This is an optimization exercise on Yosys and OpenROAD, whose aim is small area, a short achievable clock period and few clock cycles, not a production implementation. At most, simulation tests tie the RTL to the original design; equivalence was not proved. The RTL of run 1 was laid out without a check of its function. Power and IR drop assume default switching activity.

## flow/design.v

```verilog
module onehot_from_bin (in,out);
function integer log2;
  input integer val;
  begin
	 log2 = 0;
	 while (val > 0) begin
	    val = val >> 1;
		log2 = log2 + 1;
	 end
  end
endfunction
parameter WIDTH = 64;
parameter LOG_WIDTH = log2(WIDTH-1);
input [LOG_WIDTH-1:0] in;
output [WIDTH-1:0] out;
reg [WIDTH-1:0] out;
always @(in) begin
	out = 0;
	out[in] = 1'b1;
end
endmodule
module onehot_to_bin #(
        parameter ONEHOT_WIDTH = 16
    ) (
    input  [ONEHOT_WIDTH-1:0]  onehot,
    output [BIN_WIDTH-1:0]     bin);
localparam BIN_WIDTH = $clog2(ONEHOT_WIDTH-1);
genvar i,j;
generate
    for (j=0; j<BIN_WIDTH; j=j+1)
    begin : jl
        wire [ONEHOT_WIDTH-1:0] tmp_mask;
        for (i=0; i<ONEHOT_WIDTH; i=i+1)
        begin : il
            assign tmp_mask[i] = i[j];
        end
        assign bin[j] = |(tmp_mask & onehot);
    end
endgenerate
endmodule
module arbiter (
	req, grant, base
);
parameter WIDTH = 16;
input [WIDTH-1:0] req;
output [WIDTH-1:0] grant;
input [WIDTH-1:0] base;
wire [2*WIDTH-1:0] double_req = {req,req};
wire [2*WIDTH-1:0] double_grant = double_req & ~(double_req-base);
assign grant = double_grant[WIDTH-1:0] | double_grant[2*WIDTH-1:WIDTH];
endmodule
module movegen_piece_stack #(
        parameter POSITION = 1,
        parameter WIDTH = 10
  ) (
    input logic              clk,
    input logic              clear,
    input logic [WIDTH-1:0]  in_data,
    input logic              load,
    output reg  [WIDTH-1:0]  out_data
  );
  always @(posedge clk) begin
    if (clear) begin
      out_data <= 0;
    end else if (load) begin
      out_data <= in_data;
    end
  end
endmodule
module movegen_rankfile (
  input logic        clk,
  input logic        in_pos_valid,
  input logic        in_pos_sop,
  output wire [5:0]  out_rankfile
  );
  reg [5:0] r_rankfile_bin;
  always @(posedge clk) begin
    if (in_pos_valid && in_pos_sop) begin
      r_rankfile_bin <= 0;
    end else begin
      r_rankfile_bin <= r_rankfile_bin + in_pos_valid;
    end
  end
  wire [5:0] rankfile_bin = in_pos_sop ? 6'b0 : r_rankfile_bin + in_pos_valid;
  assign out_rankfile = {{ 3'd7 - rankfile_bin[5:3], rankfile_bin[2:0] }};
endmodule
module movegen_lookup_output(
  input logic clk,
  input logic        in_pos_valid,
  input logic [3:0]  in_pos_data,
  input logic        in_pos_sop,
  input logic [5:0]  lookup_rankfile,
  output [3:0]       out_piece
  );
  reg was_in_pos_data_sop;
  always @(posedge clk) begin
    if (in_pos_valid) begin
      was_in_pos_data_sop <= in_pos_sop;
    end
  end
  assign out_piece = 4'b0;
endmodule
module movegen_square #(
        parameter RANK = 1,
        parameter FILE = 1
  ) (
  input logic clk,
  input logic        in_pos_valid,
  input logic [3:0]  in_pos_data,
  output wire  [3:0] out_pos_data,
  input logic        i_ep_file,
  input logic [3:0]  i_castle_rights,
  output        o_pn,
  output        o_ps,
  output        o_pne_nw,
  output        o_pse_sw,
  input logic   i_pn,
  input logic   i_pne,
  input logic   i_pse,
  input logic   i_ps,
  input logic   i_psw,
  input logic   i_pnw,
  output        o_kn,
  output        o_kne,
  output        o_ke,
  output        o_kse,
  output        o_ks,
  output        o_ksw,
  output        o_kw,
  output        o_knw,
  input logic   i_ks,
  input logic   i_ksw,
  input logic   i_kw,
  input logic   i_knw,
  input logic   i_kn,
  input logic   i_kne,
  input logic   i_ke,
  input logic   i_kse,
  output        o_sn,
  output        o_sne,
  output        o_se,
  output        o_sse,
  output        o_ss,
  output        o_ssw,
  output        o_sw,
  output        o_snw,
  input logic   i_ss,
  input logic   i_ssw,
  input logic   i_sw,
  input logic   i_snw,
  input logic   i_sn,
  input logic   i_sne,
  input logic   i_se,
  input logic   i_sse,
  output        o_nnne,
  output        o_nnnw,
  output        o_nsse,
  output        o_nssw,
  output        o_neen,
  output        o_nees,
  output        o_nwwn,
  output        o_nwws,
  input logic   i_nsse,
  input logic   i_nssw,
  input logic   i_nnne,
  input logic   i_nnnw,
  input logic   i_nwwn,
  input logic   i_nwws,
  input logic   i_neen,
  input logic   i_nees,
  output        o_castle_e,
  output        o_castle_w,
  input logic   i_castle_e,
  input logic   i_castle_w,
  input logic   emit_move,
  output        target_square,
  input logic   load_attackers,
  input logic   wtp
  );
  reg [3:0] pos;
  reg       is_attacked;
  always @(posedge clk) begin
    if (in_pos_valid) begin
      pos <= in_pos_data;
    end
    if (load_attackers) begin
      is_attacked <=  i_pne | i_pse | i_psw | i_pnw |
                      i_kn | i_kne | i_ke | i_kse | i_ks | i_ksw | i_kw | i_knw |
                      i_ss | i_sn | i_sw | i_se | i_ssw | i_snw | i_sne | i_sse |
                      i_nsse | i_nssw | i_nnne | i_nnnw | i_neen | i_nees | i_nwwn | i_nwws;
    end
  end
  assign out_pos_data = pos;
  wire [2:0] piece = pos[2:0];
  wire sq_occup = |piece;
  wire sq_empty = pos == 4'h0;
  wire sq_play  = sq_occup && pos[3] == wtp;
  wire sq_oppos = sq_occup && pos[3] != wtp;
  wire p_king, p_queen, p_rook, p_bishop, p_knight;
  assign p_king   = piece == 3'h1;
  assign p_queen  = piece == 3'h2;
  assign p_rook   = piece == 3'h3;
  assign p_bishop = piece == 3'h4;
  assign p_knight = piece == 3'h5;
  wire p_white_pawn = pos == 4'hE;
  wire p_black_pawn = pos == 4'h6;
  wire emit_attack = sq_oppos & load_attackers;
  wire pn = (emit_move & p_white_pawn);
  assign o_pn  = pn || (RANK == 3 & i_ps & sq_empty);    
  assign o_pne_nw = pn || (emit_attack & p_white_pawn);  
  wire ps = (emit_move & p_black_pawn);
  assign o_ps  = ps || (RANK == 6 & i_pn & sq_empty);    
  assign o_pse_sw = ps || (emit_attack & p_black_pawn);  
  wire k = (emit_move || emit_attack) & p_king;
  assign o_kn  = k;
  assign o_kne = k;
  assign o_ke  = k;
  assign o_kse = k;
  assign o_ks  = k;
  assign o_ksw = k;
  assign o_kw  = k;
  assign o_knw = k;
  wire slide_hver = (emit_move || emit_attack) & (p_queen | p_rook);
  wire slide_diag = (emit_move || emit_attack) & (p_queen | p_bishop);
  assign o_sn  = slide_hver | (sq_empty & i_ss);
  assign o_ss  = slide_hver | (sq_empty & i_sn);
  assign o_se  = slide_hver | (sq_empty & i_sw);
  assign o_sw  = slide_hver | (sq_empty & i_se);
  assign o_sne = slide_diag | (sq_empty & i_ssw);
  assign o_sse = slide_diag | (sq_empty & i_snw);
  assign o_ssw = slide_diag | (sq_empty & i_sne);
  assign o_snw = slide_diag | (sq_empty & i_sse);
  wire n = (emit_move || emit_attack) & p_knight;
  assign o_nnne = n;
  assign o_nnnw = n;
  assign o_nssw = n;
  assign o_nsse = n;
  assign o_nwwn = n;
  assign o_nwws = n;
  assign o_neen = n;
  assign o_nees = n;
  wire castle_move;
  generate
    if (RANK == 1 && FILE == 5) begin  
      assign o_castle_w = i_castle_rights[2] & emit_move & !is_attacked;  
      assign o_castle_e = i_castle_rights[3] & emit_move & !is_attacked;  
      assign castle_move = 0;
    end
    else if (RANK == 8 && FILE == 5) begin  
      assign o_castle_w = i_castle_rights[0] & emit_move & !is_attacked;  
      assign o_castle_e = i_castle_rights[1] & emit_move & !is_attacked;  
      assign castle_move = 0;
    end
    else if (RANK == 1) begin  
      assign o_castle_w = sq_empty && i_castle_e & !is_attacked;
      assign o_castle_e = sq_empty && i_castle_w & !is_attacked;
      assign castle_move = (FILE == 7 && o_castle_e) | (FILE == 3 && o_castle_w);
    end
    else if (RANK == 8) begin  
      assign o_castle_w = sq_empty && i_castle_e & !is_attacked;
      assign o_castle_e = sq_empty && i_castle_w & !is_attacked;
      assign castle_move = (FILE == 7 && o_castle_e) | (FILE == 3 && o_castle_w);
    end
    else begin : not_king_row
      assign o_castle_e = 0;
      assign o_castle_w = 0;
      assign castle_move = 0;
    end
  endgenerate
  wire pawn_move, pawn_take, pawn_ep, king_move, slide_move, knight_move;
  assign pawn_move = (i_pn | i_ps) & sq_empty;
  assign pawn_take = (i_pne | i_pse | i_psw | i_pnw) & sq_oppos;
  assign pawn_ep   = (((i_pne | i_pnw) && sq_empty && RANK == 3) |
                      ((i_pse | i_psw) && sq_empty && RANK == 6))
                    && i_ep_file;
  assign king_move = (i_kn | i_kne | i_ke | i_kse | i_ks | i_ksw | i_kw | i_knw) & (sq_empty | sq_oppos);
  assign slide_move = (i_ss | i_sn | i_sw | i_se | i_ssw | i_snw | i_sne | i_sse) & (sq_empty | sq_oppos);
  assign knight_move = (i_nsse | i_nssw | i_nnne | i_nnnw | i_neen | i_nees | i_nwwn | i_nwws) & (sq_empty | sq_oppos);
  assign target_square = pawn_move || pawn_take || pawn_ep || knight_move || slide_move || king_move || castle_move;
endmodule
module psudolegal_board(
  input logic clk,
  input logic rst,
  input logic        in_pos_valid,
  input logic [3:0]  in_pos_data,
  input logic        in_pos_sop,
  input logic        in_pos_eop,
  input logic        in_wtp,
  input logic [3:0]  in_castle,
  input logic [3:0]  in_ep,
  input logic       start,
  output reg        o_uci_valid,
  output reg [20:0] o_uci_data,
  output reg        o_uci_sop,
  output reg        o_uci_eop
  );
  reg [255:0] bdv;
  always @(posedge clk)
    if (in_pos_valid) bdv <= {bdv[251:0], in_pos_data};
  reg       wtp_r;
  reg [3:0] cas_r;
  reg [3:0] ep_r;
  always @(posedge clk) begin
    wtp_r <= in_wtp;
    cas_r <= in_castle;
    ep_r  <= in_ep;
  end
  function automatic [5:0] pidx(input [2:0] r, input [2:0] f);
    pidx = {r, ~f};
  endfunction
  wire [63:0] occ, colw, own;
  genvar gi;
  generate
    for (gi = 0; gi < 64; gi = gi + 1) begin : sq
      assign occ[gi]  = |bdv[gi*4 +: 3];
      assign colw[gi] = bdv[gi*4 + 3];
      assign own[gi]  = occ[gi] & (colw[gi] == wtp_r);
    end
  endgenerate
  function automatic [3:0] sqv(input [255:0] b, input integer p);
    sqv = b[p*4 +: 4];
  endfunction
  reg  [5:0] cnt;      
  reg        vld_d;    
  always @(posedge clk) begin
    if (in_pos_valid) cnt <= in_pos_sop ? 6'd1 : cnt + 6'd1;
    vld_d <= in_pos_valid;
  end
  wire [2:0] wj = cnt[2:0] + 3'd6;    
  function automatic ray(input [255:0] b, input integer p0, input integer st,
                         input [2:0] n, input bit by_white, input bit diag,
                         input integer kmin, input integer kmax);
    integer k;
    reg a;
    reg [3:0] c;
    begin
      a = 1'b0;
      for (k = 6; k >= 0; k = k - 1) begin
        c = b[(p0 + k*st)*4 +: 4];
        if (k < kmax && (k < kmin || k < n))
          a = (c == {by_white, 3'd2} || c == {by_white, diag ? 3'd4 : 3'd3}) ||
              (c[2:0] == 3'd0 && a);
      end
      ray = a;
    end
  endfunction
  function automatic is_pc(input [3:0] c, input bit w, input [2:0] t);
    is_pc = c == {w, t};
  endfunction
  wire w1 = ray(bdv, 9, 8, 3'd7, 1'b0, 1'b0, 7, 7) |              
            ray(bdv, 8, 7, 3'd7 - wj, 1'b0, 1'b1, 1, 5) |         
            ray(bdv, 10, 9, wj, 1'b0, 1'b1, 2, 6) |               
            ray(bdv, 2, 1, wj, 1'b0, 1'b0, 2, 6) |                
            (wj != 3'd7 && wj != 3'd6 && is_pc(sqv(bdv, 7), 1'b0, 3'd5)) |
            is_pc(sqv(bdv, 11), 1'b0, 3'd5) | is_pc(sqv(bdv, 16), 1'b0, 3'd5) |
            is_pc(sqv(bdv, 18), 1'b0, 3'd5) |
            is_pc(sqv(bdv, 8), 1'b0, 3'd6) | is_pc(sqv(bdv, 10), 1'b0, 3'd6) |
            is_pc(sqv(bdv, 8), 1'b0, 3'd1) | is_pc(sqv(bdv, 9), 1'b0, 3'd1) |
            is_pc(sqv(bdv, 10), 1'b0, 3'd1) | is_pc(sqv(bdv, 2), 1'b0, 3'd1) |
            is_pc(sqv(bdv, 0), 1'b0, 3'd1);
  wire w8 = ray(bdv, 49, -8, 3'd7, 1'b1, 1'b0, 7, 7) |            
            ray(bdv, 48, -9, 3'd7 - wj, 1'b1, 1'b1, 1, 5) |       
            ray(bdv, 50, -7, wj, 1'b1, 1'b1, 2, 6) |              
            ray(bdv, 58, 1, wj, 1'b1, 1'b0, 2, 6) |               
            ray(bdv, 56, -1, 3'd7 - wj, 1'b1, 1'b0, 1, 5) |       
            (wj != 3'd7 && wj != 3'd6 && is_pc(sqv(bdv, 47), 1'b1, 3'd5)) |
            is_pc(sqv(bdv, 51), 1'b1, 3'd5) | is_pc(sqv(bdv, 40), 1'b1, 3'd5) |
            is_pc(sqv(bdv, 42), 1'b1, 3'd5) |
            is_pc(sqv(bdv, 48), 1'b1, 3'd6) | is_pc(sqv(bdv, 50), 1'b1, 3'd6) |
            is_pc(sqv(bdv, 48), 1'b1, 3'd1) | is_pc(sqv(bdv, 49), 1'b1, 3'd1) |
            is_pc(sqv(bdv, 50), 1'b1, 3'd1) | is_pc(sqv(bdv, 58), 1'b1, 3'd1) |
            is_pc(sqv(bdv, 56), 1'b1, 3'd1);
  reg [4:0] a1, a8;
  always @(posedge clk)
    if (vld_d) begin
      a1 <= {a1[3:0], w1};
      a8 <= {a8[3:0], w8};
    end
  wire e1_east = ray(bdv, 2, -1, 3'd3, 1'b0, 1'b0, 3, 3);
  wire wk_ok = cas_r[3] & !occ[pidx(0,5)] & !occ[pidx(0,6)] & !a1[2] & !a1[1] & !a1[0] & !e1_east;
  wire wq_ok = cas_r[2] & !occ[pidx(0,3)] & !occ[pidx(0,2)] & !a1[2] & !a1[3] & !a1[4] & !e1_east;
  wire bk_ok = cas_r[1] & !occ[pidx(7,5)] & !occ[pidx(7,6)] & !a8[2] & !a8[1] & !a8[0];
  wire bq_ok = cas_r[0] & !occ[pidx(7,3)] & !occ[pidx(7,2)] & !a8[2] & !a8[3] & !a8[4];
  wire ck_ok = wtp_r ? wk_ok : bk_ok;
  wire cq_ok = wtp_r ? wq_ok : bq_ok;
  function automatic [11:0] phstart(input [2:0] t, input [2:0] r, input [2:0] f,
                                    input w, input kok, input qok, input integer p);
    reg [7:0] fo, f1, f2, cm;
    reg [2:0] tr;
    reg ok, hv, dg, home;
    begin
      fo = 8'd1 << f;
      f1 = (fo << 1) | (fo >> 1);
      f2 = (fo << 2) | (fo >> 2);
      hv = t == 3'd2 || t == 3'd3;
      dg = t == 3'd2 || t == 3'd4;
      home = f == 3'd4 && r == (w ? 3'd0 : 3'd7);
      ok = 1'b0; tr = r; cm = 8'd0;
      case (t)
        3'd5: begin
          case (p)
            0: begin ok = r <= 3'd5; tr = r + 3'd2; cm = f1; end
            1: begin ok = r <= 3'd6; tr = r + 3'd1; cm = f2; end
            2: begin ok = r >= 3'd1; tr = r - 3'd1; cm = f2; end
            default: begin ok = r >= 3'd2; tr = r - 3'd2; cm = f1; end
          endcase
        end
        3'd1: begin
          case (p)
            0: begin ok = r <= 3'd6; tr = r + 3'd1; cm = f1 | fo; end
            1: begin ok = 1'b1; tr = r;
                     cm = f1 | {1'b0, home & kok, 3'b000, home & qok, 2'b00}; end
            2: begin ok = r >= 3'd1; tr = r - 3'd1; cm = f1 | fo; end
            default: ;
          endcase
        end
        3'd6: begin
          if (p == 0) begin ok = 1'b1; tr = w ? r + 3'd1 : r - 3'd1; cm = f1 | fo; end
        end
        default: begin
          case (p)
            0: begin ok = hv; tr = r; cm = f1; end
            1: begin ok = r <= 3'd6; tr = r + 3'd1; cm = (dg ? f1 : 8'd0) | (hv ? fo : 8'd0); end
            2: begin ok = r >= 3'd1; tr = r - 3'd1; cm = (dg ? f1 : 8'd0) | (hv ? fo : 8'd0); end
            default: ;
          endcase
        end
      endcase
      phstart = {ok, tr, cm};
    end
  endfunction
  function automatic [13:0] nextph(input [2:0] t, input [2:0] r, input [2:0] f,
                                   input w, input kok, input qok, input all, input [1:0] ph);
    reg [11:0] s [0:3];
    reg [3:0] okv, oh;
    reg seen;
    reg [1:0] op;
    reg [2:0] otr;
    reg [7:0] ocm;
    integer p;
    begin
      for (p = 0; p < 4; p = p + 1) begin
        s[p] = phstart(t, r, f, w, kok, qok, p);
        okv[p] = s[p][11] && (all || p > ph);
      end
      seen = 1'b0;
      for (p = 0; p < 4; p = p + 1) begin
        oh[p] = okv[p] && !seen;
        seen = seen | okv[p];
      end
      op = 2'd0; otr = 3'd0; ocm = 8'd0;
      for (p = 0; p < 4; p = p + 1) begin
        op  = op  | ({2{oh[p]}} & p[1:0]);
        otr = otr | ({3{oh[p]}} & s[p][10:8]);
        ocm = ocm | ({8{oh[p]}} & s[p][7:0]);
      end
      nextph = {seen, op, otr, ocm};
    end
  endfunction
  reg        seed;
  reg        ns_v;
  reg  [5:0] ns;
  reg        f_v;
  reg  [5:0] f_sq;
  reg  [2:0] f_t;
  reg  [7:0]  gany, gsel, grow, gin;
  reg  [2:0]  glo [0:7];
  reg  [2:0]  ilo;
  reg  [5:0]  sn;
  reg         sseen, iseen;
  integer fg, fi;
  always @(*) begin
    for (fg = 0; fg < 8; fg = fg + 1) begin
      gany[fg] = |own[fg*8 +: 8];
      glo[fg] = 3'd0;
      for (fi = 7; fi >= 0; fi = fi - 1)
        if (own[fg*8+fi]) glo[fg] = fi[2:0];
    end
    grow = own[ns[5:3]*8 +: 8];
    for (fi = 0; fi < 8; fi = fi + 1)
      gin[fi] = grow[fi] && fi > ns[2:0] && !seed;
    iseen = |gin;
    ilo = 3'd0;
    for (fi = 7; fi >= 0; fi = fi - 1)
      if (gin[fi]) ilo = fi[2:0];
    sseen = 1'b0;
    for (fg = 0; fg < 8; fg = fg + 1) begin
      gsel[fg] = gany[fg] && (seed || fg > ns[5:3]) && !sseen;
      sseen = sseen | (gany[fg] && (seed || fg > ns[5:3]));
    end
    sn = 6'd0;
    for (fg = 0; fg < 8; fg = fg + 1)
      sn = sn | ({6{gsel[fg]}} & {fg[2:0], glo[fg]});
    if (iseen) sn = {ns[5:3], ilo};
    sseen = sseen | iseen;
  end
  wire [2:0] ns_t = bdv[ns*4 +: 3];
  reg        run;      
  reg        act;      
  reg  [2:0] cr, cf, ct;    
  reg  [1:0] ph;
  reg  [2:0] tr;           
  reg  [7:0] cm;           
  reg  [7:0] dn;           
  reg  [1:0] pm;
  reg [7:0] r_occ, r_col;
  integer rf;
  integer rk;
  always @(*)
    for (rf = 0; rf < 8; rf = rf + 1) begin
      r_occ[rf] = occ[{tr, ~rf[2:0]}];
      r_col[rf] = colw[{tr, ~rf[2:0]}];
    end
  wire [7:0] own8 = r_occ & ~(r_col ^ {8{wtp_r}});
  wire [7:0] opp8 = r_occ &  (r_col ^ {8{wtp_r}});
  wire [7:0] emp8 = ~r_occ;
  wire       is_pawn = ct == 3'd6;
  wire       is_sld  = ct == 3'd2 || ct == 3'd3 || ct == 3'd4;
  reg  [7:0] fbel, fo, ep8;    
  integer fx;
  always @(*)
    for (fx = 0; fx < 8; fx = fx + 1) begin
      fbel[fx] = cf > fx;
      fo[fx]   = cf == fx;
      ep8[fx]  = ep_r == fx + 1 && (tr == (wtp_r ? 3'd5 : 3'd2));
    end
  wire [7:0] vm = !is_pawn ? cm & ~own8 :
                  ph[0]    ? cm & emp8 :
                             cm & ((fo & emp8) | (~fo & (opp8 | (ep8 & emp8))));
  wire [7:0] ev = vm & ~dn;
  reg  [7:0] e1;
  reg  [2:0] etf;
  reg        eseen;
  integer ei;
  always @(*) begin
    eseen = 1'b0; etf = 3'd0;
    for (ei = 0; ei < 8; ei = ei + 1) begin
      e1[ei] = ev[ei] && !eseen;
      if (ev[ei] && !eseen) etf = ei[2:0];
      eseen = eseen | ev[ei];
    end
  end
  wire last  = (ev & ~e1) == 8'd0;
  wire emit  = act && eseen;
  wire promo = is_pawn && (tr == 3'd0 || tr == 3'd7);
  wire hold  = emit && promo && pm != 2'd3;
  wire [7:0] rx   = cm & emp8;
  wire [7:0] fabv = ~(fo | fbel);
  wire [7:0] rays = ((rx & fbel) >> 1) | ((rx & fabv) << 1) | (rx & fo);
  wire s_cont = is_sld && rays != 8'd0 &&
                (ph == 2'd0 || (ph == 2'd1 ? tr != 3'd7 : tr != 3'd0));
  wire p_cont = is_pawn && ph == 2'd0 && cr == (wtp_r ? 3'd1 : 3'd6) && (emp8 & fo) != 8'd0;
  wire [2:0] tr_up = tr + 3'd1;
  wire [2:0] tr_dn = tr - 3'd1;
  wire c_same = ph == 2'd0 && is_sld;
  wire c_up   = ph == 2'd1 || (is_pawn && wtp_r);
  wire [2:0] c_tr  = c_same ? tr : (c_up ? tr_up : tr_dn);
  wire cont = s_cont || p_cont;
  wire [2:0]  f_r = f_sq[5:3];
  wire [2:0]  f_f = ~f_sq[2:0];
  function automatic [3:0] phok(input [2:0] t, input [2:0] r, input [2:0] f,
                                input w, input kok, input qok);
    reg [11:0] x0, x1, x2, x3;
    begin
      x0 = phstart(t, r, f, w, kok, qok, 0);
      x1 = phstart(t, r, f, w, kok, qok, 1);
      x2 = phstart(t, r, f, w, kok, qok, 2);
      x3 = phstart(t, r, f, w, kok, qok, 3);
      phok = {x3[11], x2[11], x1[11], x0[11]};
    end
  endfunction
  reg  [3:0] rem4;           
  wire       more = act && !is_pawn && rem4 != 4'd0;
  wire [3:0] f_ok = phok(f_t, f_r, f_f, wtp_r, ck_ok, cq_ok);
  wire [2:0] x_t = more ? ct : f_t;
  wire [2:0] x_r = more ? cr : f_r;
  wire [2:0] x_f = more ? cf : f_f;
  wire [3:0] x_m = more ? rem4 : f_ok;
  wire [3:0] x_oh = x_m & ~{x_m[2:0], 1'b0} & ~{x_m[1:0], 2'b0} & ~{x_m[0], 3'b0};
  reg  [13:0] x_np;
  reg  [11:0] x_s;
  integer xp;
  always @(*) begin
    x_np = 14'd0;
    for (xp = 0; xp < 4; xp = xp + 1) begin
      x_s = phstart(x_t, x_r, x_f, wtp_r, ck_ok, cq_ok, xp);
      x_np = x_np | ({14{x_oh[xp]}} & {1'b1, xp[1:0], x_s[10:0]});
    end
  end
  wire [3:0] rem4_n = x_m & ~x_oh;
  wire [13:0] w_np = x_np;
  wire [13:0] f_np = x_np;
  wire gend      = act && !hold && last;
  wire piece_end = !act || (gend && !cont && !more);
  wire do_switch = run && piece_end && f_v;
  wire done_now  = run && act && piece_end && !f_v;
  wire f_take    = do_switch || !f_v;
  always @(posedge clk) begin
    if (rst) begin
      run <= 1'b0; act <= 1'b0; seed <= 1'b0; ns_v <= 1'b0; f_v <= 1'b0;
    end else begin
      seed <= start;
      if (start) begin
        run <= 1'b1; act <= 1'b0; f_v <= 1'b0; ns_v <= 1'b0;
      end else begin
        if (seed || (f_take && ns_v)) begin
          ns <= sn;
          ns_v <= sseen;
        end
        if (f_take) begin
          f_sq <= ns; f_t <= ns_t; f_v <= ns_v && !seed;
        end
      end
      if (done_now) begin
        run <= 1'b0; act <= 1'b0;
      end
      if (do_switch) act <= 1'b1;
    end
    if (hold) begin
      pm <= pm + 2'd1;
    end else begin
      pm <= 2'd0;
      if (do_switch) begin
        cr <= f_r; cf <= f_f; ct <= f_t;
        ph <= f_np[12:11]; tr <= f_np[10:8]; cm <= f_np[7:0];
        rem4 <= rem4_n;
        dn <= 8'd0;
      end else if (act && !last) begin
        dn <= dn | e1;
      end else if (act) begin
        dn <= 8'd0;
        if (cont) begin
          tr <= c_tr;
          if (is_pawn) begin ph <= 2'd1; cm <= fo; end
          else cm <= rays;
        end else begin
          ph <= w_np[12:11]; tr <= w_np[10:8]; cm <= w_np[7:0];
          rem4 <= rem4_n;
        end
      end
    end
  end
  wire        m_v = emit;
  wire [20:0] m_w = {promo, pm, ct, cf, cr, 3'd0, etf, tr};
  reg [20:0] hbuf;
  reg        hv, flush, sent;
  always @(posedge clk) begin
    if (m_v) hbuf <= m_w;
    o_uci_data <= hbuf;
    o_uci_sop  <= !sent;
    if (rst) begin
      hv <= 1'b0; flush <= 1'b0; sent <= 1'b0;
      o_uci_valid <= 1'b0; o_uci_eop <= 1'b0;
    end else begin
      o_uci_valid <= hv && (m_v || done_now || flush);
      o_uci_eop   <= (done_now && !m_v) || flush;
      flush <= done_now && m_v;
      if (hv && (m_v || done_now || flush)) sent <= 1'b1;
      if (m_v) hv <= 1'b1;
      else if ((done_now || flush) && hv) hv <= 1'b0;
      if (start) sent <= 1'b0;
    end
  end
endmodule
```

## flow/flow/run.sh

```bash
#!/bin/bash
set -euo pipefail
bash standard.sh SETUP_SLACK_MARGIN=9.5 finish > flow.log 2>&1
```

## flow/standard.sh

```bash
#!/bin/bash
# synth_recipe.tcl (not shown) runs the flow's synth.tcl, then flattens the netlist and writes it again
# the make line also repeats each setting of config.mk as NAME=value (left out here)
make -C /OpenROAD-flow-scripts/flow DESIGN_CONFIG=/design/flow/config.mk WORK_HOME=/design/flow/orfs CLKGATE_MAP_FILE= SYNTH_SCRIPT=/design/flow/synth_recipe.tcl "${@:-finish}"
```

## flow/config.mk

```make
export PLATFORM = sky130hd
export DESIGN_NAME = psudolegal_board
export DESIGN_NICKNAME = psudolegal_board
export VERILOG_FILES = /design/flow/design.v
export SDC_FILE = /design/flow/constraint.sdc
export NUM_CORES = 4
export LEC_CHECK = 0
export CAP_MARGIN = 40
export CORE_MARGIN = 2
export CORE_UTILIZATION = 40
export PLACE_DENSITY = 0.6
export SETUP_SLACK_MARGIN = 1.0
export SLEW_MARGIN = 40
```

## flow/constraint.sdc

```tcl
create_clock -name core_clock -period 13.0 [get_ports {clk}]
set_input_delay 2.6000 -clock core_clock [delete_from_list [all_inputs] [get_ports {clk}]]
set_output_delay 2.6000 -clock core_clock [all_outputs]
set_load 0.01 [all_outputs]
```

==> flow_summary.yaml, run 1 <==
status:
  outcome: "no timing/DRC/antenna violations"
detailed_routing:
  wl_per_cell_um: 28.4
  drt-pass1-iter-count: 6
  drt_iter0_drc: 2182
  drt-total-wl_mm: 72.8
  route.detailed.vias_per_inst: 6.41
  detail-route-antenna-nets: 0
  detail_route.drc_violations: 0
  detailroute.via_count: 16400
placed_design:
  pre_cts_setup_slack_ns: 7.86
  dp.final_hpwl_mm: 51.6
  placedCellCount: 2397
  port_buffers: 38
  postPlaceCellArea_um2: 21700
  gp_congestion: 0.975
floorplanning:
  chipWidth_um: 230
  initial_core_util_pct: 40.6
  std_cell_rows: 82
  core_area_um2: 50400
  fp.dieH_um: 230
  ioPinCount: 43
  fp.dieArea_um2: 53000
synth:
  synthTopCellsByCount: "sky130_fd_sc_hd__edfxtp_1 (335), sky130_fd_sc_hd__nor2_1 (156), sky130_fd_sc_hd__nand2_1 (106)"
  synthesis.area_um2: 20500
  async_flop_share_pct: 0
  yosysMostFrequentCell: "sky130_fd_sc_hd__edfxtp_1"
  syn-instance-count: 1723
  synth_area_per_cell_um2: 11.9
  post_synth_main_area_contributors: "sky130_fd_sc_hd__edfxtp_1 (49%), sky130_fd_sc_hd__mux4_2 (9.0%), sky130_fd_sc_hd__dfxtp_1 (4.0%)"
  synth_largest_type_area_fraction_pct: 49.1
  ys_seq_elements: 376
  synthFlopType: "sky130_fd_sc_hd__edfxtp_1"
  synth.distinct_cells: 92
  edff_count_synth: 335
  yosys_warnings: 9
  synth.yosys.seq_area_share_pct: 53.2
  yosysTopAreaCell: "sky130_fd_sc_hd__edfxtp_1"
sta:
  finalClockSkew_ns: 0.0393
  post-route-period-util_pct: 32.2
  setup_viol_count_final: 0
  tns_ns: 0
  rsz0062_at_grt: "true"
  final_period_minus_worst_setup_slack_ns: 4.18
  finalWorstSetupSlack_ns: 8.82
  maxSlewViolCount: 0
  max_slew.worst_pin.slew_ns: 0.834
  hold_viol: 0
  clock.fmax_mhz: 239
  relSlewSlack_pct: 43.9
flow_run:
  maxCapViolations: 0
setup_path:
  timing.critical_path.required_ns: 13.28
  path_class: "flop to flop"
  timing.critical_path.from_type: "flop"
  critical_path.max_fanout: 3
  worst_path_largest_cell_delay_ns: 0.56
  ff2ff_setup_slack_ns: 8.82
  cp.arrival_ns: 4.46
  crit_family: "simple AND/OR/NAND/NOR gates"
  path_cells: "nor3_2, o221ai_1, o211ai_1, buf_4, nor3_1, o311a_4, or4_4, o21a_4, or3_4, o2111a_2, and4b_2"
  timing.critical_path.to_type: "flop"
  crit_buf_inv: 1
  critPathSlowestCell: "sky130_fd_sc_hd__o211ai_1"
finish:
  seq_area_um2: 10900
  layout.core_utilization_pct: 50.4
  fillerInstances: 4347
  area_delta_synth_final_pct: 24.0
  multi_input_comb_area_um2: 10500
  post_layout_nonfiller_instances: 2566
  antenna-diode-count: 0
  final_area_um2: 25400
  share_of_layout_cells_above_drive_strength_1_pct: 27.6
  nets: 1892
global_route:
  grt_pass1_vias: 15800
  overflow: 0
  grt_first_pass_wirelength_mm: 107
  antenna_violations_before_repair: 1
  pin_count_of_the_biggest_net_entering_global_routing: 98
  grt_util_all_layers_pct: 27.1
clocking:
  clockBufferDepth: 3
  hold_buffers: 0
  clock_tree_root_driver_cell: "sky130_fd_sc_hd__clkbuf_16"
  cts_inserted_buffers: 44
  htreeDepth: 2
  cts.clk_slew.worst_paths_ns: 0.06
  numClockSinks: 376
  cts_tree: "yes"
  worst_skew_pair.late_latency_ns: 0.61
power:
  total_power_density_per_cell_area_nw_per_um2: 123
  ir_worst_vdd_mv: 0.113
  power.static_leakage_nw: 8.59
min_path:
  min_path_type: "flop to flop"
==> flip-flops by register name, summed over array words and instances, names as in the netlist, 3 cells and up <==
signal and flops:
bdv 256, hbuf 18, o_uci_data 18, cm 8
dn 8, f_sq 6, ns 6, a1 5
a8 5, cas_r 4, ep_r 4, cf 3
cnt 3, cr 3, ct 3, f_t 3
rem4 3, tr 3
==> cell families after synthesis <==
group | Yosys count | share of synthesized area, %
AO/OA/AOI/OAI | 398 | 13.2
adder cells (fa/ha/maj) | 18 | 1.09
AND/OR/NAND/NOR | 608 | 15.3
flip-flops | 376 | 53.2
multiplexers | 116 | 10.8
buffers and inverters | 118 | 2.61
XOR/XNOR | 88 | 3.77
other | 1 | 0.0183
==> where the power goes <==
group,switching [mW],internal [mW]
sequential,0.0842,1.38
combinational,0.212,0.145
clock,0.532,0.765
==> layout make-up <==
type                            count  area share (%)
Sequential cell                   376            42.9
Multi-Input combinational cell   1233            41.3
Timing Repair Buffer              153            5.70
Clock buffer                       53            4.72
Tap cell                          672            3.31
Clock inverter                     28            1.26
Inverter                           49           0.754
Timing Repair inverter              2          0.0592
==> final timing paths <==
path,startpoint,end,cells after the start
setup / recovery,bdv[177]$_DFFE_PP_,ns[3]$_DFFE_PP_,11
hold reg to reg,hbuf[20]$_DFFE_PP_,o_uci_data[20]$_DFF_P_,0
hold / removal,hbuf[20]$_DFFE_PP_,o_uci_data[20]$_DFF_P_,0
setup reg to reg,bdv[177]$_DFFE_PP_,ns[3]$_DFFE_PP_,11
==> metrics by stage <==
step	hold slack, ns	total power, mW
after CTS	0.340	3.11
after floorplan	0.323	1.64
after global placement	0.324	1.78
after global routing	0.345	3.21
after detailed placement	0.327	1.79
final	0.338	3.12
==> routing by layer <==
metal / part of all wire (%) / GRT usage, % / vias to the layer above
met5: 0.018 / 0 / -
met4: 5.4 / 13.1 / 2
met3: 8.2 / 4.35 / 221
met2: 46 / 42.4 / 909
met1: 41 / 37.0 / 8227
li1: - / - / 7077
==> cell usage in the layout (no fill, tap or decap), types with 10 or more instances in the layout <==
cell type,count
sky130_fd_sc_hd__nor3_2,31
sky130_fd_sc_hd__o21a_1,12
sky130_fd_sc_hd__o21ai_0,66
sky130_fd_sc_hd__inv_1,46
sky130_fd_sc_hd__buf_4,86
sky130_fd_sc_hd__clkbuf_16,47
sky130_fd_sc_hd__nand2_1,99
sky130_fd_sc_hd__a21oi_1,68
sky130_fd_sc_hd__and3_1,10
sky130_fd_sc_hd__mux2i_1,17
sky130_fd_sc_hd__ha_1,12
sky130_fd_sc_hd__buf_12,10
sky130_fd_sc_hd__dfxtp_1,32
sky130_fd_sc_hd__nor2b_1,26
sky130_fd_sc_hd__nand3_1,24
sky130_fd_sc_hd__xor2_1,48
sky130_fd_sc_hd__buf_6,20
sky130_fd_sc_hd__xnor2_1,36
sky130_fd_sc_hd__nand2b_1,31
sky130_fd_sc_hd__edfxtp_1,335
sky130_fd_sc_hd__o31ai_1,11
sky130_fd_sc_hd__mux2_2,11
sky130_fd_sc_hd__a211oi_1,14
sky130_fd_sc_hd__nor2_1,138
sky130_fd_sc_hd__or3_1,15
sky130_fd_sc_hd__nor3_1,60
sky130_fd_sc_hd__a31oi_1,13
sky130_fd_sc_hd__mux4_2,82
sky130_fd_sc_hd__o22ai_1,23
sky130_fd_sc_hd__o211ai_1,25
sky130_fd_sc_hd__nor4_4,16
sky130_fd_sc_hd__nand3b_1,11
sky130_fd_sc_hd__buf_2,15
sky130_fd_sc_hd__nand4_1,13
sky130_fd_sc_hd__nor2_2,11
sky130_fd_sc_hd__clkdlybuf4s50_1,16
==> repair_timing <==
| item | in CTS | in global routing |
|---|---|---|
| hold endpoints to repair | 0 | 0 |
| endpoints found under the setup margin | 291 | 216 |
| pin swaps | 34 | 39 |
| gates cloned | 5 | 2 |
| setup buffers | 41 | 40 |
| gates resized for setup | 283 | 111 |
==> run 2: changes to the inputs <==
--- a/flow/design.v
+++ b/flow/design.v
@@ -603,19 +603,18 @@
       if (start) begin
         run <= 1'b1; act <= 1'b0; f_v <= 1'b0; ns_v <= 1'b0;
       end else begin
-        if (seed || (f_take && ns_v)) begin
-          ns <= sn;
-          ns_v <= sseen;
-        end
-        if (f_take) begin
-          f_sq <= ns; f_t <= ns_t; f_v <= ns_v && !seed;
-        end
+        if (seed || (f_take && ns_v)) ns_v <= sseen;
+        if (f_take) f_v <= ns_v && !seed;
       end
       if (done_now) begin
         run <= 1'b0; act <= 1'b0;
       end
       if (do_switch) act <= 1'b1;
     end
+    if (seed || (f_take && ns_v)) ns <= sn;
+    if (f_take) begin
+      f_sq <= ns; f_t <= ns_t;
+    end
     if (hold) begin
       pm <= pm + 2'd1;
     end else begin
==> flow_summary.yaml, run 2 <==
global_route:
  met1_usage_pct: 38.2
  grt_first_pass_wirelength_mm: 108
  gr-usage-met3_pct: 4.34
  global_route_hottest_layer: "met2"
  global_route.usage.met2_pct: 41.9
  antenna_violations_before_repair: 0
  pin_count_of_the_biggest_net_entering_global_routing: 77
  grt_util_all_layers_pct: 27.3
  overflow: 0
  grt_pass1_vias: 16000
detailed_routing:
  drt-pass1-iter-count: 6
  wl_per_cell_um: 28.6
  route.detailed.vias_per_inst: 6.55
  detailroute.via_count: 17000
  drt_iter0_drc: 2543
  drt-total-wl_mm: 74.3
  detail_route.drc_violations: 0
  detail-route-antenna-nets: 0
power:
  comb_power_share_pct: 18.9
  power.static_leakage_nw: 8.40
  sequentialPowerShare_pct: 44.9
  ir_worst_vdd_mv: 0.0936
  power.switching_fraction_pct: 29.7
  total_power_density_per_cell_area_nw_per_um2: 132
  netSwitchingPower_mw: 0.976
  fin_total_pwr_mw: 3.29
  internal_power_mw: 2.31
  proportion_of_power_drawn_by_the_clock_network_pct: 36.1
setup_path:
  cp.arrival_ns: 4.39
  path_cells: "buf_6, buf_12, or4b_4, a21bo_1, or4_4, and3_4, o41a_1, and3_1, o41a_1, a2bb2oi_4, a31oi_4, buf_12, clkinvlp_4"
  critPathSlowestCell: "sky130_fd_sc_hd__or4b_4"
  timing.critical_path.to_type: "flop"
  timing.critical_path.required_ns: 13.34
  ff2ff_path_depth: 13
  timing.critical_path.from_type: "flop"
  ff2ff_setup_slack_ns: 8.95
  critical_path.max_fanout: 7
  path_class: "flop to flop"
  worst_r2r_endpoint: "f_sq[1]$_DFFE_PP_"
  regToRegStartpoint: "tr[0]$_DFFE_PP_"
  worst_path_largest_cell_delay_ns: 0.49
clocking:
  cts.clk_slew.worst_paths_ns: 0.06
  cts_inserted_buffers: 43
  worst_skew_pair.late_latency_ns: 0.61
  clockBufferDepth: 3
  clock_tree_root_driver_cell: "sky130_fd_sc_hd__clkbuf_16"
  numClockSinks: 376
  cts_tree: "yes"
  htreeDepth: 2
synth:
  yosys_warnings: 9
  synthTopCellsByCount: "sky130_fd_sc_hd__edfxtp_1 (335), sky130_fd_sc_hd__nor2_1 (144), sky130_fd_sc_hd__nor3_1 (105)"
  synthFlopType: "sky130_fd_sc_hd__edfxtp_1"
  async_flop_share_pct: 0
  synthesis.area_um2: 20600
  synth.yosys.seq_area_share_pct: 52.8
  post_synth_main_area_contributors: "sky130_fd_sc_hd__edfxtp_1 (49%), sky130_fd_sc_hd__mux4_2 (6.7%), sky130_fd_sc_hd__dfxtp_1 (4.0%)"
  syn-instance-count: 1782
  yosysTopAreaCell: "sky130_fd_sc_hd__edfxtp_1"
  yosysMostFrequentCell: "sky130_fd_sc_hd__edfxtp_1"
  synth_largest_type_area_fraction_pct: 48.8
  synth.distinct_cells: 98
  synth_area_per_cell_um2: 11.6
  ys_seq_elements: 376
  edff_count_synth: 335
floorplanning:
  fp.dieArea_um2: 53400
  core_area_um2: 51100
  std_cell_rows: 83
  ioPinCount: 43
  initial_core_util_pct: 40.3
  chipWidth_um: 231
  fp.dieH_um: 231
sta:
  final_period_minus_worst_setup_slack_ns: 4.05
  post-route-period-util_pct: 31.2
  setup_viol_count_final: 0
  max_slew.worst_pin.slew_ns: 0.843
  hold_viol: 0
  fin_hold_ws_ns: 0.338
  relSlewSlack_pct: 43.4
  finalClockSkew_ns: 0.0330
  maxSlewViolCount: 0
  finalWorstSetupSlack_ns: 8.95
  rsz0062_at_grt: "true"
  clock.fmax_mhz: 247
  tns_ns: 0
finish:
  layout_common_cells: "sky130_fd_sc_hd__edfxtp_1 (335), sky130_fd_sc_hd__nor2_1 (131), sky130_fd_sc_hd__a21oi_1 (92), sky130_fd_sc_hd__nand2_1 (88), sky130_fd_sc_hd__nor3_1 (78)"
  largest_register_ff_count: 256
  layout.core_utilization_pct: 48.6
  top_registers: "bdv x256, hbuf x18, o_uci_data x18"
  mostFrequentLayoutCell: "sky130_fd_sc_hd__edfxtp_1"
  area_delta_synth_final_pct: 20.5
  share_of_layout_cells_above_drive_strength_1_pct: 21.6
  nets: 1913
  max_flop_register: "bdv"
  antenna-diode-count: 0
placed_design:
  gp_congestion: 0.975
  pre_cts_setup_slack_ns: 7.52
  port_buffers: 38
  dp.final_hpwl_mm: 51.3
flow_run:
  maxCapViolations: 0
min_path:
  hold-path-endpoint: "o_uci_data[15]$_DFF_P_"
  worst_hold_path.num_cells: 0
  holdCritStartpoint: "hbuf[15]$_DFFE_PP_"
  min_path_type: "flop to flop"
status:
  outcome: "no timing/DRC/antenna violations"
[run 2: logic make-up (layout without fill, tap and decap cells)]
logic type               count (synthesis)  count (layout)  synth area share, %
AND/OR/NAND/NOR                        591             591                 15.2
buffers and inverters                  128             259                 2.65
XOR/XNOR                                86              86                 3.65
multiplexers                           114             114                 9.31
adder cells (fa/ha/maj)                 14              14                0.862
flip-flops                             376             376                 52.8
AO/OA/AOI/OAI                          472             472                 15.5
other                                    1               3               0.0182
[run 2: area by class of cell]
class / count / area, um2
fillers: 4516 / 26300
multi-input cells: 1280 / 10100
well taps: 680 / 851
inverters: 51 / 211
flip-flops and latches: 376 / 10900
clock buffers: 58 / 1190
clock inverters: 20 / 163
repair inverters: 4 / 56.3
repair buffers: 126 / 1400
[run 2: worst max path at each step]
stage | from | endpoint | slack, ns
floorplan | wtp_r$_DFF_P_ | rem4[1]$_DFFE_PP_ | 9.37
global placement | tr[0]$_DFFE_PP_ | cr[1]$_DFFE_PP_ | 7.59
detailed placement | tr[0]$_DFFE_PP_ | cr[1]$_DFFE_PP_ | 7.52
CTS | tr[0]$_DFFE_PP_ | f_sq[0]$_DFFE_PP_ | 9.03
global route | tr[0]$_DFFE_PP_ | f_t[0]$_DFFE_PP_ | 8.90
finish | tr[0]$_DFFE_PP_ | f_sq[1]$_DFFE_PP_ | 8.95
[run 2: layer usage]
layer	vias up	wire, um
li1	7287	-
met1	8493	30400
met2	1037	33400
met3	172	6880
met4	0	3600
met5	-	0
[run 2: per-stage QoR]
step	instances	cell area, um2
6_report	2595	24800
4_1_cts	2569	24200
3_5_place_dp	2455	21900
5_1_grt	2595	24800
3_3_place_gp	2451	21800
2_1_floorplan	1784	20700
[run 2: critical path: cells and delay by family, from the launching register on]
family	cells	cell delay [ns]
AOI/OAI and AO/OA	5	1.53
and+or+nand+nor	4	1.30
buffers and inverters	4	0.58
DFF	1	0.38
[run 2: what timing repair did]
| item | 4_1_cts | 5_1_grt |
|---|---|---|
| hold buffers | 0 | 0 |
| pin swaps | 23 | 13 |
| endpoints found under the hold margin | 0 | 0 |
| buffers inserted | 26 | 24 |
| endpoints found under the setup margin | 235 | 228 |
| resized for setup | 237 | 77 |
| gates cloned | 10 | 2 |
[run 2: power groups by stage]
| stage | Sequential (mW) | Combinational (mW) | Clock, mW |
|---|---|---|---|
| 6_report | 1.48 | 0.623 | 1.19 |
| 3_3_place_gp | 1.49 | 0.554 | 0 |
| 5_1_grt | 1.48 | 0.660 | 1.25 |
| 3_5_place_dp | 1.49 | 0.563 | 0 |
| 4_1_cts | 1.47 | 0.594 | 1.20 |
| 2_1_floorplan | 1.46 | 0.384 | 0 |
Testbench counts of run 2, summed over its fixed seeds: cycles 117,286.
==> run 3: changes to the inputs <==
--- a/flow/config.mk
+++ b/flow/config.mk
@@ -5,6 +5,7 @@
 export SDC_FILE = /design/flow/constraint.sdc
 export NUM_CORES = 4
 export LEC_CHECK = 0
+export ABC_AREA = 1
 export CAP_MARGIN = 40
 export CORE_MARGIN = 2
 export CORE_UTILIZATION = 40
==> flow_summary.yaml, run 3 <==
status:
  outcome: "no timing/DRC/antenna violations"
placed_design:
  pre_cts_setup_slack_ns: 7.85
  placedCellCount: 3097
  gp_congestion: 1.00
  dp.final_hpwl_mm: 56.5
  port_buffers: 38
global_route:
  antenna_violations_before_repair: 2
  grt_util_all_layers_pct: 29.3
  pin_count_of_the_biggest_net_entering_global_routing: 111
  grt_pass1_vias: 18000
  overflow: 0
  grt_first_pass_wirelength_mm: 116
synth:
  yosysMostFrequentCell: "sky130_fd_sc_hd__nand2_1"
  syn-instance-count: 2431
  async_flop_share_pct: 0
  yosys_warnings: 9
  ys_seq_elements: 376
  synthesis.area_um2: 20700
  synth.distinct_cells: 63
  synth.yosys.seq_area_share_pct: 52.5
  yosysTopAreaCell: "sky130_fd_sc_hd__edfxtp_1"
  synth_area_per_cell_um2: 8.52
  edff_count_synth: 335
  synthFlopType: "sky130_fd_sc_hd__edfxtp_1"
  synth_largest_type_area_fraction_pct: 48.5
  post_synth_main_area_contributors: "sky130_fd_sc_hd__edfxtp_1 (49%), sky130_fd_sc_hd__nand2_1 (11%), sky130_fd_sc_hd__inv_1 (5.8%)"
  synthTopCellsByCount: "sky130_fd_sc_hd__nand2_1 (596), sky130_fd_sc_hd__edfxtp_1 (335), sky130_fd_sc_hd__inv_1 (321)"
sta:
  post-route-period-util_pct: 28.0
  max_slew.worst_pin.slew_ns: 0.776
  rsz0062_at_grt: "true"
  setup_viol_count_final: 0
  tns_ns: 0
  final_period_minus_worst_setup_slack_ns: 3.64
  relSlewSlack_pct: 47.9
  finalClockSkew_ns: 0.0456
  clock.fmax_mhz: 275
  hold_viol: 0
  maxSlewViolCount: 0
  finalWorstSetupSlack_ns: 9.36
detailed_routing:
  drt-total-wl_mm: 79.3
  detail-route-antenna-nets: 0
  detailroute.via_count: 19000
  drt_iter0_drc: 2576
  route.detailed.vias_per_inst: 5.83
  detail_route.drc_violations: 0
  drt-pass1-iter-count: 6
  wl_per_cell_um: 24.3
power:
  power.static_leakage_nw: 10.1
  comb_power_share_pct: 17.3
  ir_worst_vdd_mv: 0.0904
  sequentialPowerShare_pct: 44.1
  fin_total_pwr_mw: 3.29
  total_power_density_per_cell_area_nw_per_um2: 132
  power.switching_fraction_pct: 30.5
  netSwitchingPower_mw: 1.00
  proportion_of_power_drawn_by_the_clock_network_pct: 38.6
  internal_power_mw: 2.28
floorplanning:
  fp.dieH_um: 232
  fp.dieArea_um2: 53600
  chipWidth_um: 232
  std_cell_rows: 83
  ioPinCount: 43
  core_area_um2: 51300
  initial_core_util_pct: 40.4
clocking:
  cts.clk_slew.worst_paths_ns: 0.06
  cts_inserted_buffers: 45
  clockBufferDepth: 3
  hold_buffers: 0
  clock_tree_root_driver_cell: "sky130_fd_sc_hd__clkbuf_16"
  numClockSinks: 376
  worst_skew_pair.late_latency_ns: 0.60
  htreeDepth: 2
  cts_tree: "yes"
setup_path:
  path_class: "flop to flop"
  timing.critical_path.to_type: "flop"
  timing.critical_path.from_type: "flop"
  ff2ff_setup_slack_ns: 9.36
  cp.arrival_ns: 3.95
  critical_path.max_fanout: 13
  timing.critical_path.required_ns: 13.31
finish:
  top_registers: "bdv x256, hbuf x18, o_uci_data x18"
  fillerInstances: 4952
  max_flop_register: "bdv"
  share_of_layout_cells_above_drive_strength_1_pct: 14.1
  layout.core_utilization_pct: 48.5
  area_delta_synth_final_pct: 20.0
  mostFrequentLayoutCell: "sky130_fd_sc_hd__nand2_1"
  post_layout_nonfiller_instances: 3258
  largest_register_ff_count: 256
  nets: 2572
  layout_common_cells: "sky130_fd_sc_hd__nand2_1 (554), sky130_fd_sc_hd__edfxtp_1 (335), sky130_fd_sc_hd__inv_1 (315), sky130_fd_sc_hd__nor2_1 (212), sky130_fd_sc_hd__o21ai_0 (138)"
min_path:
  min_path_type: "flop to flop"
flow_run:
  maxCapViolations: 0
## run 3: cell count changes in the layout (fill, tap and decap cells not counted), sizes merged, moves of 60 or more
| cell | previous run | this run |
|---|---|---|
| nand3 | 25 | 128 |
| o21ai | 82 | 164 |
| inv | 55 | 333 |
| nor2 | 144 | 230 |
| mux4 | 61 | 0 |
| nor3 | 106 | 46 |
| nand2 | 91 | 604 |
## run 3: layer usage
layer | part of all wire, % | global-route usage (%)
met5 | 0 | 0
met4 | 4.7 | 13.8
met3 | 8.7 | 4.61
met2 | 46 | 46.9
met1 | 40 | 38.9
## run 3: worst max-delay path, stage by stage, from the launching register on
cell and delay [ns]:
sky130_fd_sc_hd__edfxtp_1 0.44, sky130_fd_sc_hd__buf_6 0.18, sky130_fd_sc_hd__buf_4 0.15, sky130_fd_sc_hd__nand2_8 0.15, sky130_fd_sc_hd__o22ai_1 0.12, sky130_fd_sc_hd__nor2_1 0.18
sky130_fd_sc_hd__nand2_1 0.15, sky130_fd_sc_hd__nand2_2 0.22, sky130_fd_sc_hd__nand2_1 0.10, sky130_fd_sc_hd__nand2_1 0.07, sky130_fd_sc_hd__nand3_1 0.11, sky130_fd_sc_hd__nand2_1 0.11
sky130_fd_sc_hd__nor2_2 0.06, sky130_fd_sc_hd__nor2_4 0.13, sky130_fd_sc_hd__nand3_1 0.08, sky130_fd_sc_hd__nand2_1 0.07, sky130_fd_sc_hd__inv_2 0.03, sky130_fd_sc_hd__nor2_2 0.11
sky130_fd_sc_hd__nand3_1 0.09, sky130_fd_sc_hd__nand2_2 0.11, sky130_fd_sc_hd__nand3_4 0.20, sky130_fd_sc_hd__nand2_8 0.21, sky130_fd_sc_hd__buf_12 0.13, sky130_fd_sc_hd__or2_1 0.09
sky130_fd_sc_hd__o21ai_1 0.05
## run 3: worst paths after layout
kind / startpoint / end / cells after the start
worst min-delay path: hbuf[15]$_DFFE_PP_ / o_uci_data[15]$_DFF_P_ / 0
worst min register to register: hbuf[15]$_DFFE_PP_ / o_uci_data[15]$_DFF_P_ / 0
worst max register to register: tr[1]$_DFFE_PP_ / tr[1]$_DFFE_PP_ / 24
worst max-delay path: tr[1]$_DFFE_PP_ / tr[1]$_DFFE_PP_ / 24
## run 3: repair_timing
| action | in CTS | in global routing |
|---|---|---|
| pin swaps | 39 | 36 |
| cloned | 9 | 1 |
| setup buffers | 52 | 15 |
| resized for setup | 258 | 81 |
| endpoints found under the setup margin | 280 | 239 |
## run 3: power by group through the flow
stage | Clock [mW] | Combinational (mW) | Sequential, mW
after floorplan | 0 | 0.317 | 1.45
after global placement | 0 | 0.506 | 1.47
after detailed placement | 0 | 0.510 | 1.47
after CTS | 1.28 | 0.540 | 1.45
after global routing | 1.33 | 0.608 | 1.46
final | 1.27 | 0.569 | 1.45
## run 3: area by class of cell
class / instances / area [um2] / share of cell area (%)
clock buffers: 60 / 1260 / 5.08
repair inverters: 2 / 20.0 / 0.0805
multi-input cells: 1654 / 9000 / 36.2
well taps: 680 / 851 / 3.42
repair buffers: 129 / 1310 / 5.26
flip-flops and latches: 376 / 10900 / 43.8
clock inverters: 23 / 209 / 0.840
inverters: 333 / 1330 / 5.33
diodes: 1 / 2.50 / 0.0101
## run 3: logic make-up (layout without fill, tap and decap cells)
logic type | count (synthesis) | in the layout | synth area share, %
and+or+nand+nor | 1091 | 1095 | 22.4
AOI/OAI and AO/OA | 505 | 506 | 14.9
buffers and inverters | 408 | 547 | 7.81
DFF | 376 | 376 | 52.5
xor gates and xnor gates | 38 | 38 | 1.61
adders and majority gates | 12 | 12 | 0.761
other | 1 | 4 | 0.0181
## run 3: stage by stage
step                      cell area (um2)  hold slack, ns
after floorplan                     20700           0.323
after global placement              21800           0.324
after detailed placement            21800           0.327
after CTS                           24400           0.339
after global routing                24900           0.346
final                               24900           0.339
==> run 4: changes to the inputs <==
--- a/flow/config.mk
+++ b/flow/config.mk
@@ -9,6 +9,8 @@
 export CAP_MARGIN = 40
 export CORE_MARGIN = 2
 export CORE_UTILIZATION = 40
+export CTS_CLUSTER_DIAMETER = 120
+export CTS_CLUSTER_SIZE = 25
 export PLACE_DENSITY = 0.6
 export SETUP_SLACK_MARGIN = 1.0
 export SLEW_MARGIN = 40
==> flow_summary.yaml, run 4 <==
status:
  outcome: "no timing/DRC/antenna violations"
sta:
  rsz0062_at_grt: "true"
  max_slew.worst_pin.slew_ns: 0.771
  setup_viol_count_final: 0
  clock.fmax_mhz: 270
  finalClockSkew_ns: 0.0514
  relSlewSlack_pct: 48.2
  hold_viol: 0
  post-route-period-util_pct: 28.5
  final_period_minus_worst_setup_slack_ns: 3.70
  finalWorstSetupSlack_ns: 9.30
  maxSlewViolCount: 0
  tns_ns: 0
power:
  power.static_leakage_nw: 9.63
  ir_worst_vdd_mv: 0.0897
  total_power_density_per_cell_area_nw_per_um2: 113
synth:
  async_flop_share_pct: 0
  synth.distinct_cells: 63
  edff_count_synth: 335
  post_synth_main_area_contributors: "sky130_fd_sc_hd__edfxtp_1 (49%), sky130_fd_sc_hd__nand2_1 (11%), sky130_fd_sc_hd__inv_1 (5.8%)"
  synthFlopType: "sky130_fd_sc_hd__edfxtp_1"
  synthesis.area_um2: 20700
  synth_area_per_cell_um2: 8.52
  yosysTopAreaCell: "sky130_fd_sc_hd__edfxtp_1"
  synth_largest_type_area_fraction_pct: 48.5
  ys_seq_elements: 376
  yosys_warnings: 9
  synthTopCellsByCount: "sky130_fd_sc_hd__nand2_1 (596), sky130_fd_sc_hd__edfxtp_1 (335), sky130_fd_sc_hd__inv_1 (321)"
  synth.yosys.seq_area_share_pct: 52.5
  yosysMostFrequentCell: "sky130_fd_sc_hd__nand2_1"
  syn-instance-count: 2431
clocking:
  cts_tree: "yes"
  clock_tree_root_driver_cell: "sky130_fd_sc_hd__clkbuf_16"
  cts_inserted_buffers: 19
  htreeDepth: 1
  worst_skew_pair.late_latency_ns: 0.58
  numClockSinks: 376
  cts.clk_slew.worst_paths_ns: 0.11
  clockBufferDepth: 3
min_path:
  hold-path-endpoint: "o_uci_data[15]$_DFF_P_"
  worst_hold_path.num_cells: 0
  min_path_type: "flop to flop"
  holdCritStartpoint: "hbuf[15]$_DFFE_PP_"
setup_path:
  regToRegStartpoint: "bdv[233]$_DFFE_PP_"
  critical_path.max_fanout: 6
  timing.critical_path.from_type: "flop"
  timing.critical_path.required_ns: 13.31
  timing.critical_path.to_type: "flop"
  path_class: "flop to flop"
  worst_r2r_endpoint: "tr[1]$_DFFE_PP_"
  ff2ff_path_depth: 20
  cp.arrival_ns: 4.01
  ff2ff_setup_slack_ns: 9.30
finish:
  share_of_layout_cells_above_drive_strength_1_pct: 12.6
  layout_common_cells: "sky130_fd_sc_hd__nand2_1 (554), sky130_fd_sc_hd__edfxtp_1 (335), sky130_fd_sc_hd__inv_1 (314), sky130_fd_sc_hd__nor2_1 (210), sky130_fd_sc_hd__o21ai_0 (138)"
  area_delta_synth_final_pct: 15.4
  top_registers: "bdv x256, hbuf x18, o_uci_data x18"
  largest_register_ff_count: 256
  max_flop_register: "bdv"
  nets: 2542
  mostFrequentLayoutCell: "sky130_fd_sc_hd__nand2_1"
placed_design:
  dp.final_hpwl_mm: 56.5
  pre_cts_setup_slack_ns: 7.85
  port_buffers: 38
  gp_congestion: 1.00
floorplanning:
  core_area_um2: 51300
  fp.dieArea_um2: 53600
  initial_core_util_pct: 40.4
  fp.dieH_um: 232
  ioPinCount: 43
  std_cell_rows: 83
  chipWidth_um: 232
detailed_routing:
  detail-route-antenna-nets: 0
  drt_iter0_drc: 2350
  wl_per_cell_um: 24.4
  detailroute.via_count: 18700
  drt-total-wl_mm: 78.0
  route.detailed.vias_per_inst: 5.83
  detail_route.drc_violations: 0
  drt-pass1-iter-count: 6
global_route:
  overflow: 0
  grt_util_all_layers_pct: 28.7
  grt_pass1_vias: 17600
  grt_first_pass_wirelength_mm: 114
  antenna_violations_before_repair: 0
  pin_count_of_the_biggest_net_entering_global_routing: 111
flow_run:
  maxCapViolations: 0
[run 4: cell counts after synthesis]
Identical to the previous run, type by type.
[run 4: cell type report]
type,instances,area [um2]
Fill cell,5036,27400
Sequential cell,376,10900
Multi-Input combinational cell,1652,8990
Inverter,333,1330
Timing Repair Buffer,127,1290
Tap cell,680,851
Clock buffer,23,490
Clock inverter,4,36.3
Timing Repair inverter,2,20.0
Antenna cell,2,5.00
[run 4: cells by family (layout without fill, tap and decap cells)]
family | Yosys count | count (layout) | share of synthesized area [%]
XOR/XNOR | 38 | 38 | 1.61
buffers and inverters | 408 | 489 | 7.81
flip-flops | 376 | 376 | 52.5
AND/OR/NAND/NOR | 1091 | 1093 | 22.4
AO/OA/AOI/OAI | 505 | 506 | 14.9
adder cells (fa/ha/maj) | 12 | 12 | 0.761
other | 1 | 5 | 0.0181
[run 4: routing by layer]
layer  part of all wire [%]  vias up  routed length, um  track usage, %
li1                       -     8528                  -               -
met1                     41     9007              32000            38.8
met2                     46      965              36100            46.4
met3                    8.2      157               6430            4.06
met4                    4.5        0               3490            11.7
met5                      0        -                  0               0
[run 4: worst max-delay path: stages (launching register included)]
cell	delay (ns)
sky130_fd_sc_hd__edfxtp_1	0.45
sky130_fd_sc_hd__nor3_1	0.54
sky130_fd_sc_hd__o22ai_1	0.17
sky130_fd_sc_hd__a21oi_1	0.23
sky130_fd_sc_hd__nand2_1	0.18
sky130_fd_sc_hd__nand2_2	0.18
sky130_fd_sc_hd__nand2_1	0.07
sky130_fd_sc_hd__nand2_1	0.06
sky130_fd_sc_hd__nand3_1	0.10
sky130_fd_sc_hd__nand3_2	0.18
sky130_fd_sc_hd__nand3_2	0.12
sky130_fd_sc_hd__nand2_2	0.08
sky130_fd_sc_hd__nand3_2	0.08
sky130_fd_sc_hd__nor2_4	0.10
sky130_fd_sc_hd__nand3_2	0.10
sky130_fd_sc_hd__nand2_4	0.09
sky130_fd_sc_hd__nand3_4	0.19
sky130_fd_sc_hd__nand2_8	0.21
sky130_fd_sc_hd__buf_12	0.13
sky130_fd_sc_hd__or2_1	0.09
sky130_fd_sc_hd__o21ai_1	0.06
[run 4: per-stage QoR]
step	utilization (%)	cell area, um2	total power, mW	cells	hold slack, ns
after floorplan	-	20700	1.76	2433	0.323
after global placement	42.4	21800	1.98	3097	0.324
after detailed placement	42.5	21800	1.98	3097	0.327
after CTS	45.8	23500	2.68	3184	0.344
after global routing	46.6	23900	2.79	3197	0.349
final	46.6	23900	2.70	3199	0.343
[run 4: how the worst max path moves through the flow]
stage | slack (ns) | start | cells after the start | endpoint
after floorplan | 9.77 | tr[1]$_DFFE_PP_ | 23 | rem4[1]$_DFFE_PP_
after global placement | 7.90 | tr[1]$_DFFE_PP_ | 19 | rem4[3]$_DFFE_PP_
after detailed placement | 7.85 | tr[1]$_DFFE_PP_ | 19 | rem4[2]$_DFFE_PP_
after CTS | 9.25 | tr[1]$_DFFE_PP_ | 24 | tr[1]$_DFFE_PP_
after global routing | 9.13 | tr[1]$_DFFE_PP_ | 22 | tr[1]$_DFFE_PP_
final | 9.30 | bdv[233]$_DFFE_PP_ | 20 | tr[1]$_DFFE_PP_
[run 4: power by group]
part	total [mW]	internal [mW]	switching, mW
Sequential	1.45	1.39	0.0586
Combinational	0.571	0.166	0.405
Clock	0.679	0.275	0.404
[run 4: repair_timing]
item | in CTS | in global routing
endpoints found under the setup margin | 280 | 244
hold endpoints to repair | 0 | 0
resized for setup | 248 | 90
hold buffers | 0 | 0
pin swaps | 36 | 40
setup buffers | 52 | 13
cloned | 8 | 0
==> run 5: changes to the inputs <==
--- a/flow/config.mk
+++ b/flow/config.mk
@@ -8,9 +8,9 @@
 export ABC_AREA = 1
 export CAP_MARGIN = 40
 export CORE_MARGIN = 2
-export CORE_UTILIZATION = 40
+export CORE_UTILIZATION = 60
 export CTS_CLUSTER_DIAMETER = 120
 export CTS_CLUSTER_SIZE = 25
-export PLACE_DENSITY = 0.6
+export PLACE_DENSITY = 0.7
 export SETUP_SLACK_MARGIN = 1.0
 export SLEW_MARGIN = 40
==> flow_summary.yaml, run 5 <==
setup_path:
  crit_top_cell: "sky130_fd_sc_hd__nand2_1"
  crit_buf_inv: 5
  crit_family: "simple AND/OR/NAND/NOR gates"
  ff2ff_setup_slack_ns: 9.30
  worst_r2r_endpoint: "cm[1]$_DFFE_PP_"
  path_class: "flop to flop"
  timing.critical_path.required_ns: 13.31
  worst_path_largest_cell_delay_ns: 0.46
sta:
  final_period_minus_worst_setup_slack_ns: 3.70
  maxSlewViolCount: 0
  setup_viol_count_final: 0
  post-route-period-util_pct: 28.5
  max_slew.worst_pin.slew_ns: 0.713
global_route:
  grt_pass1_vias: 17800
  gr-usage-met3_pct: 9.94
  grt_first_pass_wirelength_mm: 108
  global_route.usage.met2_pct: 62.7
clocking:
  worst_skew_pair.late_latency_ns: 0.59
  cts.clk_slew.worst_paths_ns: 0.10
  cts_inserted_buffers: 19
detailed_routing:
  drt_iter0_drc: 3075
  detail_route.drc_violations: 0
  drt-pass1-iter-count: 8
  drt-total-wl_mm: 74.4
  wl_per_cell_um: 25.0
  detailroute.via_count: 19200
finish:
  multi_input_comb_area_um2: 8930
  layout_common_cells: "sky130_fd_sc_hd__nand2_1 (567), sky130_fd_sc_hd__edfxtp_1 (335), sky130_fd_sc_hd__inv_1 (315), sky130_fd_sc_hd__nor2_1 (203), sky130_fd_sc_hd__o21ai_0 (139)"
  top_registers: "bdv x256, hbuf x18, o_uci_data x18"
  fillerInstances: 2684
  seq_area_um2: 10900
  max_flop_register: "bdv"
  area_delta_synth_final_pct: 13.7
  antenna-diode-count: 0
synth:
  yosysTopAreaCell: "sky130_fd_sc_hd__edfxtp_1"
  synthTopCellsByCount: "sky130_fd_sc_hd__nand2_1 (596), sky130_fd_sc_hd__edfxtp_1 (335), sky130_fd_sc_hd__inv_1 (321)"
  synthesis.area_um2: 20700
  synth_area_per_cell_um2: 8.52
  ys_seq_elements: 376
  edff_count_synth: 335
floorplanning:
  initial_core_util_pct: 60.4
  ioPinCount: 43
  fp.dieArea_um2: 36000
min_path:
  worst_hold_path.num_cells: 0
  min_path_type: "flop to flop"
power:
  ir_worst_vdd_mv: 0.174
  power.static_leakage_nw: 9.64
placed_design:
  port_buffers: 38
status:
  outcome: "no timing/DRC/antenna violations"
## run 5: worst reg2reg max path, cell delays in order, from the launching register on
cell,delay [ns]
sky130_fd_sc_hd__edfxtp_1,0.46
sky130_fd_sc_hd__buf_12,0.20
sky130_fd_sc_hd__nand2_8,0.20
sky130_fd_sc_hd__inv_6,0.13
sky130_fd_sc_hd__nand2_1,0.08
sky130_fd_sc_hd__o2111ai_1,0.22
sky130_fd_sc_hd__o21ai_2,0.39
sky130_fd_sc_hd__nand2_1,0.20
sky130_fd_sc_hd__nand3_1,0.13
sky130_fd_sc_hd__nand3_1,0.20
sky130_fd_sc_hd__inv_1,0.16
sky130_fd_sc_hd__nand2_1,0.08
sky130_fd_sc_hd__inv_2,0.07
sky130_fd_sc_hd__nor2_4,0.04
sky130_fd_sc_hd__nand3_2,0.08
sky130_fd_sc_hd__nand2_4,0.07
sky130_fd_sc_hd__nand3_4,0.18
sky130_fd_sc_hd__nand2_8,0.14
sky130_fd_sc_hd__buf_4,0.17
sky130_fd_sc_hd__nor3_1,0.19
sky130_fd_sc_hd__a21oi_1,0.09
## run 5: layout make-up
class | count | share of cell area, %
Timing Repair Buffer | 129 | 5.52
Multi-Input combinational cell | 1652 | 37.9
Sequential cell | 376 | 46.2
Inverter | 333 | 5.58
Tap cell | 455 | 2.42
Timing Repair inverter | 2 | 0.0743
Clock buffer | 25 | 2.16
Clock inverter | 2 | 0.165
## run 5: worst max path at each step
| stage | startpoint | to | slack, ns | depth (start not counted) |
|---|---|---|---|---|
| after floorplan | tr[1]$_DFFE_PP_ | rem4[1]$_DFFE_PP_ | 9.77 | 23 |
| final | tr[0]$_DFFE_PP_ | cm[1]$_DFFE_PP_ | 9.30 | 20 |
| after global routing | tr[1]$_DFFE_PP_ | cm[1]$_DFFE_PP_ | 9.22 | 25 |
| after CTS | o_uci_data[17]$_DFF_P_ | o_uci_data[17] | 9.37 | 1 |
| after detailed placement | tr[1]$_DFFE_PP_ | rem4[2]$_DFFE_PP_ | 8.04 | 18 |
| after global placement | tr[1]$_DFFE_PP_ | rem4[1]$_DFFE_PP_ | 8.12 | 22 |
## run 5: power by group
part	switching [mW]	internal (mW)	leakage (nW)
logic	0.399	0.164	5.79
clock network	0.402	0.282	0.263
registers	0.0595	1.39	3.59
## run 5: logic make-up after synthesis
group	share of synthesized area, %
other cells	0.0181
compound gates	14.9
simple gates	22.4
flops	52.5
xor+xnor	1.61
buf+inv	7.81
fa+ha+maj	0.761
## run 5: per-layer routing
layer / share of wire, % / vias to the layer above
li1: - / 8525
met1: 36 / 8931
met2: 44 / 1451
met3: 13 / 318
met4: 7.2 / 2
met5: 0.019 / -
## run 5: what timing repair did
item	in CTS	in global routing
endpoints found under the setup margin	285	174
gates resized for setup	220	86
hold buffers	0	0
setup buffers	43	21
pin swaps	32	41
gates cloned	6	3
## run 5: through the flow
stage | instances | power, mW | instance area (um2) | worst slack (ns) | hold slack, ns
final | 2974 | 2.69 | 23600 | 9.30 | 0.349
after global routing | 2974 | 2.76 | 23600 | 9.22 | 0.359
after CTS | 2950 | 2.64 | 23000 | 9.37 | 0.349
after detailed placement | 2874 | 1.97 | 21500 | 8.04 | 0.327
after global placement | 2874 | 1.96 | 21500 | 8.12 | 0.325
after floorplan | 2433 | 1.76 | 20700 | 9.77 | 0.323

Re-timed with assumed drivers on the ports (clkbuf_16 on the clock, buf_2 on other inputs), run 5 has 9.296 ns of setup slack against 9.296 ns with ideal ports, and 8.980 ns once port delays also move by the mid clock arrival of 0.626 ns.
